This design comes from an exercise in tuning for small area and a short achievable clock period on the open sky130 flow, not from production work. Only simulation tests tie the RTL to the original design; equivalence was not proved. Power and IR drop assume default switching activity.

==> flow/design.v (excerpt) <==
module matrix_multiplier #(
  parameter int DATA_WIDTH = 8,
  parameter int A_ROWS = 2,
  parameter int B_COLUMNS = 2,
  parameter int A_COLUMNS_B_ROWS = 2,
  parameter int C_DATA_WIDTH = (2 * DATA_WIDTH) + $clog2(A_COLUMNS_B_ROWS)
) (
  input                           clk_i,
  input                           reset_i,
  input                           valid_i,
  output logic                    valid_o,
  input        [A_ROWS * A_COLUMNS_B_ROWS * DATA_WIDTH-1:0]   a_i,
  input        [A_COLUMNS_B_ROWS * B_COLUMNS * DATA_WIDTH-1:0] b_i,
  output logic [A_ROWS * B_COLUMNS * C_DATA_WIDTH-1:0]         c_o
);
  logic [31:0] a_q, b_q;
  wire pp0_1, pp0_2, pp0_3, pp0_4, pp0_5, pp0_6, pp0_7, pp0_8, pp0_9, pp0_10, pp0_11, pp0_12, pp0_13, pp0_14, pp0_15, pp0_16;
  wire pp0_17, pp0_18, pp0_19, pp0_20, pp0_21, pp0_22, pp0_23, pp0_24, pp0_25, pp0_26, pp0_27, pp0_28, pp0_29, pp0_30, pp0_31, pp0_32;
  wire pp0_33, pp0_34, pp0_35, pp0_36, pp0_37, pp0_38, pp0_39, pp0_40, pp0_41, pp0_42, pp0_43, pp0_44, pp0_45, pp0_46, pp0_47, pp0_48;
  ...
Size: about 440 flip-flops, roughly 140 I/O pins, ~0.022 mm2 of cells after synthesis.
export LEC_CHECK = 0
export ABC_CLOCK_PERIOD_IN_PS = 2350
export CAP_MARGIN = 20
export CORE_MARGIN = 2
export CORE_UTILIZATION = 40
export CTS_CLUSTER_DIAMETER = 80
export CTS_CLUSTER_SIZE = 28
export SETUP_SLACK_MARGIN = 4.45
export SLEW_MARGIN = 20
export SYNTH_HIERARCHICAL = 1
create_clock -name core_clock -period 6.8 [get_ports {clk_i}]
standard.sh (not shown) runs the stock make flow with config.mk's settings and CLKGATE_MAP_FILE= SYNTH_SCRIPT=/design/flow/synth_recipe.tcl, a recipe that flattens the netlist after the stock synthesis.
==> flow/flow/run.sh <==
#!/bin/bash
# Own flow: the standard layout (standard.sh), with the ports buffered by
# plain buf_1 cells instead of the delay-buffer cell buffer_ports picks itself
# (every input and output port still gets its own buffer), and a clock tree
# built without dummy loads.
set -euo pipefail
export BUFFER_PORTS_ARGS="-buffer_cell sky130_fd_sc_hd__buf_1"
export CTS_ARGS="-sink_clustering_enable -repair_clock_nets -sink_clustering_size 28 -sink_clustering_max_diameter 80 -dont_use_dummy_load"
bash standard.sh > standard.log 2>&1
The baseline produced a clean layout.
Then changed:
==> flow/flow/run.sh (replaced) <==
#!/bin/bash
# Own flow: the standard layout (standard.sh), with the ports buffered by
# plain buf_1 cells instead of the delay-buffer cell buffer_ports picks itself.
# Every input and output port still gets its own buffer.
set -euo pipefail
export BUFFER_PORTS_ARGS="-buffer_cell sky130_fd_sc_hd__buf_1"
bash standard.sh > standard.log 2>&1
- ABC_CLOCK_PERIOD_IN_PS: 2350 -> 2400
- CTS_BUF_LIST: unset -> sky130_fd_sc_hd__clkbuf_4 sky130_fd_sc_hd__clkbuf_8 sky130_fd_sc_hd__clkbuf_16
- CTS_CLUSTER_DIAMETER: 80 -> unset
- CTS_CLUSTER_SIZE: 28 -> unset
- SETUP_SLACK_MARGIN: 4.45 -> 4.4
After rerunning:
- register-to-register slack improves by 0.02 ns
- final cell count drops by 2.2%
- worst setup slack is better by 0.072 ns
- global-route usage hardly moves
- first-iteration DRC count shrinks by 15%
Then changed:
- CTS_BUF_LIST: sky130_fd_sc_hd__clkbuf_4 sky130_fd_sc_hd__clkbuf_8 sky130_fd_sc_hd__clkbuf_16 -> sky130_fd_sc_hd__clkbuf_8
After rerunning:
- The changed run completed without violations
- critical path depth is unchanged
- clock power goes down by roughly a tenth
- via count increases slightly
- design area barely changes
- routed wire length increases by a few percent
- flip-flop and latch count does not change
- hold slack degrades by 0.0061 ns
- clock skew is about the same
- die area does not change
- worst setup slack got worse by 0.064 ns
- area after synthesis is unchanged
Then changed:
- ABC_AREA: unset -> 1
- CTS_BUF_LIST: sky130_fd_sc_hd__clkbuf_8 -> unset
Power goes up by 4.4%. Via count went up by 11%. Hold slack barely changes. Routed wire length rises by 4.1%. Final area increases by 4.9%. Global-route usage drops by 0.12 points.
Then changed:
- ABC_AREA: 1 -> unset
- CORE_UTILIZATION: 40 -> 60
Final area goes down by 5.9%. Power went down by 2.1%. Setup slack improves by 0.013 ns. Cell count fell by 24%. Global-route usage climbs by 8.0 points. Clock-buffer cell count is higher by 1. Non-clock buffer count decreases by 2. Die area goes down by 36%. Sequential power stays flat. Routed wire length went down by 8.9%. Synthesized cell count goes down by 20%.

==> static timing again, ports no longer ideal <==
The results above use ideal ports. As a check the final layouts listed here were re-extracted and re-timed, cells and wires unchanged.
Step 1 (the two cells are an assumption about what drives the block):
set clk [get_ports {clk_i}]
set_driving_cell -lib_cell sky130_fd_sc_hd__clkbuf_16 $clk
set_driving_cell -lib_cell sky130_fd_sc_hd__buf_2 [delete_from_list [all_inputs] $clk]
Step 2 moves the port delays by t, midway between the first and last clock arrival at a register: inputs arrive t later, outputs are due t later. That takes back most of the time a late clock gives input paths.
Three values: no drivers, after step 1, after step 2; two values: the first two.
run | t (ns) | setup WS [ns] | worst setup path after step 2 | clock arrival spread, ns | worst slew at a driven data input, ns
the first run | 0.644 | 4.347 / 4.288 / 4.424 | register to register | 0.069 / 0.068 | 0.06
the second run | 0.637 | 4.418 / 4.361 / 4.443 | register to register | 0.032 / 0.031 | 0.06
the third run | 0.683 | 4.355 / 4.305 / 4.473 | register to register | 0.031 / 0.031 | 0.06
the fourth run | 0.645 | 4.411 / 4.353 / 4.449 | register to register | 0.030 / 0.029 | 0.05
the fifth run | 0.623 | 4.424 / 4.370 / 4.448 | register to register | 0.019 / 0.019 | 0.04
After both steps setup and hold are still met in every run listed.
